This design comes from an exercise in tuning for small area and a short achievable clock period on the open sky130 flow, not from production work. Where RTL was checked, it was by simulation tests only, not by an equivalence proof against the original.

// DCT
module DCT #(parameter horizontal = 1) (
  input wire CLK, input wire RST, input wire i_stb,
  input wire [7:0] i_D0, i_D1, i_D2, i_D3, i_D4, i_D5, i_D6, i_D7,
  output wire o_stb,
  output wire signed [15:0] o_D0, o_D1, o_D2, o_D3, o_D4, o_D5, o_D6, o_D7
);
  wire s_1;
  wire c_2;
  wire s_3;
  wire c_4;
  wire s_5;
  wire c_6;
  wire s_7;
  wire c_8;
  wire s_9;
  wire c_10;
  wire s_11;
  wire c_12;
  wire s_13;
  wire c_14;
  wire s_15;
  wire c_16;
  wire w_17;
  wire w_18;
  wire w_19;
  wire w_20;
  wire w_21;
  wire w_22;
  wire w_23;
  wire w_24;
  wire w_25;
  wire w_26;
  wire w_27;
  wire w_28;
  wire w_29;
  wire w_30;
  wire w_31;
  wire w_32;
  wire w_33;
  wire w_34;
  wire w_35;
  wire w_36;
  wire w_37;
  wire w_38;
  wire w_39;
  wire w_40;
  wire w_41;
  wire w_42;
  wire w_43;
  wire w_44;
  wire w_45;
  wire w_46;
  wire w_47;
  wire w_48;
  wire w_49;
  wire w_50;
  wire w_51;
  wire w_52;
  wire n_53;
  wire n_54;
  wire n_55;
  wire n_56;
  wire n_57;
  wire n_58;
  wire n_59;
  wire n_60;
  wire s_61;
  wire c_62;
  wire s_63;
  wire c_64;
  wire s_65;
  wire c_66;
  wire s_67;
  wire c_68;
  wire s_69;
  wire c_70;
  wire s_71;
  ...
clock: 8.0 ns
lec_check: 0
abc_clock_period_in_ps: 3000
cap_margin: 20
core_margin: 2
core_utilization: 40
cts_cluster_diameter: 100
cts_cluster_size: 28
place_density: 0.6
setup_slack_margin: 5
slew_margin: 20
synth_hierarchical: 1
synth_minimum_keep_size: 0
standard.sh (not shown) runs the stock make flow with config.mk's settings and CLKGATE_MAP_FILE= SYNTH_SCRIPT=/design/flow/synth_recipe.tcl, a recipe that flattens the netlist after the stock synthesis.
==> flow/flow/run.sh <==
#!/bin/bash
# Own layout flow: the standard layout (standard.sh, standard synthesis unchanged),
# with a tighter setup-repair target and plain buffers on the ports.
# Knobs are set in flow/knobs.txt (one make assignment per line).
set -euo pipefail
here=$(pwd)
python3 - "$here" <<'PY'
import sys, shlex
here = sys.argv[1]
s = open(here + '/standard.sh').read()
knobs = [l.strip() for l in open(here + '/flow/knobs.txt') if l.strip() and not l.startswith('#')]
extra = ' '.join(shlex.quote(k) for k in knobs)
s = s.replace('"${@:-finish}"', extra + ' "${@:-finish}"')
open(here + '/standard_own.sh', 'w').write(s)
PY
bash standard_own.sh > "$here/flow_make.log" 2>&1
==> flow/flow/knobs.txt <==
SETUP_SLACK_MARGIN=5.15
BUFFER_PORTS_ARGS=-buffer_cell sky130_fd_sc_hd__buf_2
==> next run, changes <==
Settings changed: CTS_CLUSTER_DIAMETER 100 to 90, CTS_CLUSTER_SIZE 28 to 24.
Effect: The changed run finished with timing, DRC and antenna clean. Utilization stays flat. First-iteration DRC count is lower by 4.0%. Worst setup slack degrades by 0.0055 ns. Synthesized cell count stays the same. Routed wire length is lower by 0.62%. Global-route usage hardly moves. Register-to-register slack improves by 0.03 ns. Die area is unchanged.
==> next run, changes <==
==> flow/flow/knobs.txt (replaced) <==
SETUP_SLACK_MARGIN=5.2
BUFFER_PORTS_ARGS=-buffer_cell sky130_fd_sc_hd__buf_1
After rerunning: The changed run finished with timing, DRC and antenna clean. Clock-buffer cell count went up by 2. Non-clock buffer count went up by 10. Cell count went up by about 0.3%. Hold slack improves by 0.0044 ns. Global-route usage stays flat. Area after synthesis is unchanged. Setup slack improves by 0.033 ns. Via count stays flat. Die area does not change.
==> next run, changes <==
==> flow/flow/knobs.txt (replaced) <==
SETUP_SLACK_MARGIN=5.15
BUFFER_PORTS_ARGS=-buffer_cell sky130_fd_sc_hd__buf_2
Settings changed: CTS_CLUSTER_DIAMETER 90 to unset, CTS_CLUSTER_SIZE 24 to unset.
What happened:
- cell area came out higher by 3.1%
- wire length rises by 1.2%
- sequential cell count stays the same
- global-route usage is higher by 0.30 points
- utilization climbs by 1.4 points
- fmax fell by 0.33%
- clock-buffer cell count went up by 51


Another version of the RTL of DCT (not shown whole).
For scale: ~2,900 cells after synthesis, roughly 590 flip-flops, about 200 I/O pins, ~35,000 um^2 of cells after synthesis.
==> flow/design.v (excerpt) <==
module DCT #(parameter horizontal = 1) (
  input wire CLK, input wire RST, input wire i_stb,
  input wire [7:0] i_D0, i_D1, i_D2, i_D3, i_D4, i_D5, i_D6, i_D7,
  output wire o_stb,
  output wire signed [15:0] o_D0, o_D1, o_D2, o_D3, o_D4, o_D5, o_D6, o_D7
);
clock: 8.0 ns
lec_check: 0
abc_clock_period_in_ps: 3000
cap_margin: 20
core_margin: 2
core_utilization: 40
cts_cluster_diameter: 90
cts_cluster_size: 24
gpl_routability_driven: 0
place_density: 0.6
setup_slack_margin: 5
slew_margin: 20
synth_hierarchical: 1
synth_minimum_keep_size: 0
==> flow/flow/knobs.txt <==
SETUP_SLACK_MARGIN=5.25
BUFFER_PORTS_ARGS=-buffer_cell sky130_fd_sc_hd__buf_1
Scripts as last shown in full above: flow/flow/run.sh
The first run produced a clean layout.
Next try:
--- a/flow/config.mk
+++ b/flow/config.mk
@@ -12,5 +12,4 @@
 export CTS_CLUSTER_DIAMETER = 90
 export CTS_CLUSTER_SIZE = 24
-export GPL_ROUTABILITY_DRIVEN = 0
 export PLACE_DENSITY = 0.6
 export SETUP_SLACK_MARGIN = 5
Clock-buffer cell count stays the same.
Via count is unchanged.
Critical path depth stays the same.
Setup slack does not change.
Wire length does not change.
Core utilization is unchanged.
Global-route usage stays the same.
Next try:
==> flow/flow/knobs.txt (replaced) <==
SETUP_SLACK_MARGIN=5.3
BUFFER_PORTS_ARGS=-buffer_cell sky130_fd_sc_hd__buf_1
Wire length hardly moves.
Clock-buffer cell count climbs by 3.
Sequential share of layout area shrinks by 0.53 points.
Final cell count went up slightly.
Clock skew climbs by 0.0087 ns.
Via count grows slightly.
Worst setup slack improved by 0.0049 ns.
Non-clock buffer count rises by 11.
Die area does not change.
Next try:
==> flow/flow/knobs.txt (replaced) <==
SETUP_SLACK_MARGIN=5.35
BUFFER_PORTS_ARGS=-buffer_cell sky130_fd_sc_hd__buf_1
Outcome:
- global-route usage went up by 0.34 points
- maximum frequency went up slightly
- design area grows by a few percent
- setup slack gains 0.023 ns
- hold slack gets better by 0.0031 ns
- clock-buffer cell count stays the same


== exp/raven ==
Another version of the RTL of DCT (not shown whole).
Size: roughly 2900 cells after synthesis, ~200 I/O pins, about 36000 µm² of cells after synthesis.
Settings: LEC_CHECK=0, ABC_CLOCK_PERIOD_IN_PS=3000, CAP_MARGIN=20, CORE_MARGIN=2, CORE_UTILIZATION=40, PLACE_DENSITY=0.6, SETUP_SLACK_MARGIN=5, SLEW_MARGIN=20, SYNTH_HIERARCHICAL=1, SYNTH_MINIMUM_KEEP_SIZE=0; clock period 8.0 ns.
run.sh (not shown) runs the stock make flow with config.mk's settings and CLKGATE_MAP_FILE= SYNTH_SCRIPT=/design/flow/synth_recipe.tcl, a recipe that flattens the netlist after the stock synthesis.
Stock flow here: none of the scripts above is used.
#### Input delta (exp/onyx over exp/raven)
- CTS_BUF_LIST newly set to sky130_fd_sc_hd__clkbuf_4 sky130_fd_sc_hd__clkbuf_8
### Flow results
- Between exp/onyx and exp/raven, the maximum number of buffers from clock root to sink figures differ only marginally.
- Core utilization delta (exp/raven -> exp/onyx): insignificant
- [compare] base=exp/raven new=exp/onyx: post-layout net count went up, portion of the clock cycle consumed by the worst path in the final layout went up.
Setup changes, exp/onyx to exp/ember
- CTS_BUF_LIST: sky130_fd_sc_hd__clkbuf_4 sky130_fd_sc_hd__clkbuf_8 -> unset
==> flow/flow/run.sh (new file) <==
#!/bin/bash
# Own layout flow: the standard layout (standard.sh, standard synthesis unchanged),
# with a tighter setup-repair target and plain buffers on the ports.
# Knobs are set in flow/knobs.txt (one make assignment per line).
set -euo pipefail
here=$(pwd)
python3 - "$here" <<'PY'
import sys, shlex
here = sys.argv[1]
s = open(here + '/standard.sh').read()
knobs = [l.strip() for l in open(here + '/flow/knobs.txt') if l.strip() and not l.startswith('#')]
extra = ' '.join(shlex.quote(k) for k in knobs)
s = s.replace('"${@:-finish}"', extra + ' "${@:-finish}"')
open(here + '/standard_own.sh', 'w').write(s)
PY
bash standard_own.sh > "$here/flow_make.log" 2>&1
==> flow/flow/knobs.txt (new file) <==
SETUP_SLACK_MARGIN=5.0
BUFFER_PORTS_ARGS=-buffer_cell sky130_fd_sc_hd__buf_2
==> flow/standard.sh (new file) <==
#!/bin/bash
# synth_recipe.tcl (not shown) runs the flow's synth.tcl, then flattens the netlist and writes it again
# the make line also repeats each setting of config.mk as NAME=value (left out here)
make -C /OpenROAD-flow-scripts/flow DESIGN_CONFIG=/design/flow/config.mk WORK_HOME=/design/flow/orfs CLKGATE_MAP_FILE= SYNTH_SCRIPT=/design/flow/synth_recipe.tcl "${@:-finish}"
removed: flow/run.sh
==> notes.md <==
The run showing the greater wire length after detailed routing is exp/onyx.
exp/onyx → exp/ember: minimum clock period went down by 0.055 ns; critical path depth went down by 9; final instance area went down by 1200 µm²; worst-margin pin slew went up by 0.0057 ns.
Compared with exp/onyx, exp/ember shows clock skew lower by 0.017 ns.
exp/ember vs exp/onyx: iteration count of the initial detailed-routing pass up
Taking exp/onyx as the reference, in exp/ember final worst setup slack increased 0.055 ns; floorplan die height essentially unchanged.
Input changes introduced in exp/sierra (baseline for comparison: exp/ember):
- ABC_CLOCK_PERIOD_IN_PS now 1500, was 3000
==> flow/flow/knobs.txt <==
SETUP_SLACK_MARGIN=5.2
BUFFER_PORTS_ARGS=-buffer_cell sky130_fd_sc_hd__buf_2
==> comparison <==
- All of exp/sierra and exp/ember finish clean.
- A slowest cell on the critical path of fa_1 is what exp/sierra shows, while dfxtp_1 belongs to exp/ember.
- exp/sierra vs exp/ember: core utilization up in exp/sierra
- Looking at most common library cell in the layout ignoring fill and taps, the dfxtp_1 result is from exp/ember; the fa_1 one comes from exp/sierra.
- The higher design area came out of exp/sierra.
- Delta(longest individual stage delay on the worst path, exp/sierra - exp/ember) < 0
- exp/ember → exp/sierra: maximum level of the CTS H-tree ~0 delta.
Function was not checked in any run of this note: the RTL went through the layout flow alone.

## separate check: timing with driven ports
Ports are ideal in the flow. The routed layouts listed here were re-timed in OpenROAD.
Step 1: set_driving_cell puts a clkbuf_16 on CLK and a buf_2 on each other input, an assumption about the parent block.
Step 2, shift: input delay + t, output delay - t, t = (earliest + latest rising clock arrival at the registers) / 2. This alone moves slack from input paths to output paths.
a / b / c = ideal / step 1 / step 2; a / b = the first two.
run | t (ns) | slack for setup (ns) | clock arrival spread, ns | worst register clock-pin slew, ns
the first run of note 1 | 0.643 | 5.158 / 5.155 / 4.532 | 0.035 / 0.035 | 0.11 / 0.11
the second run of note 1 | 0.639 | 5.152 / 5.155 / 4.516 | 0.031 / 0.032 | 0.10 / 0.10
the third run of note 1 | 0.643 | 5.186 / 5.169 / 4.525 | 0.023 / 0.023 | 0.10 / 0.10
the fourth run of note 1 | 0.680 | 5.176 / 5.176 / 4.521 | 0.022 / 0.022 | 0.06 / 0.06
the first run of note 2 | 0.649 | 5.292 / 5.238 / 4.892 | 0.032 / 0.032 | 0.10 / 0.10
the second run of note 2 | 0.649 | 5.292 / 5.238 / 4.892 | 0.032 / 0.032 | 0.10 / 0.10
the third run of note 2 | 0.645 | 5.297 / 5.235 / 4.761 | 0.037 / 0.037 | 0.10 / 0.10
the fourth run of note 2 | 0.644 | 5.320 / 5.248 / 4.740 | 0.038 / 0.038 | 0.10 / 0.10
exp/raven | 0.685 | 5.008 / 5.008 / 4.403 | 0.022 / 0.021 | 0.07 / 0.07
exp/onyx | 0.778 | 4.973 / 4.973 / 4.296 | 0.043 / 0.043 | 0.07 / 0.07
exp/ember | 0.683 | 5.028 / 5.028 / 4.394 | 0.022 / 0.022 | 0.06 / 0.06
exp/sierra | 0.670 | 5.008 / 5.008 / 4.436 | 0.020 / 0.020 | 0.07 / 0.07
After both steps setup and hold are still met in every run listed. The setup slack of exp/onyx, which loses most, moves by 0.000 ns with the drivers and by -0.677 ns with both steps.
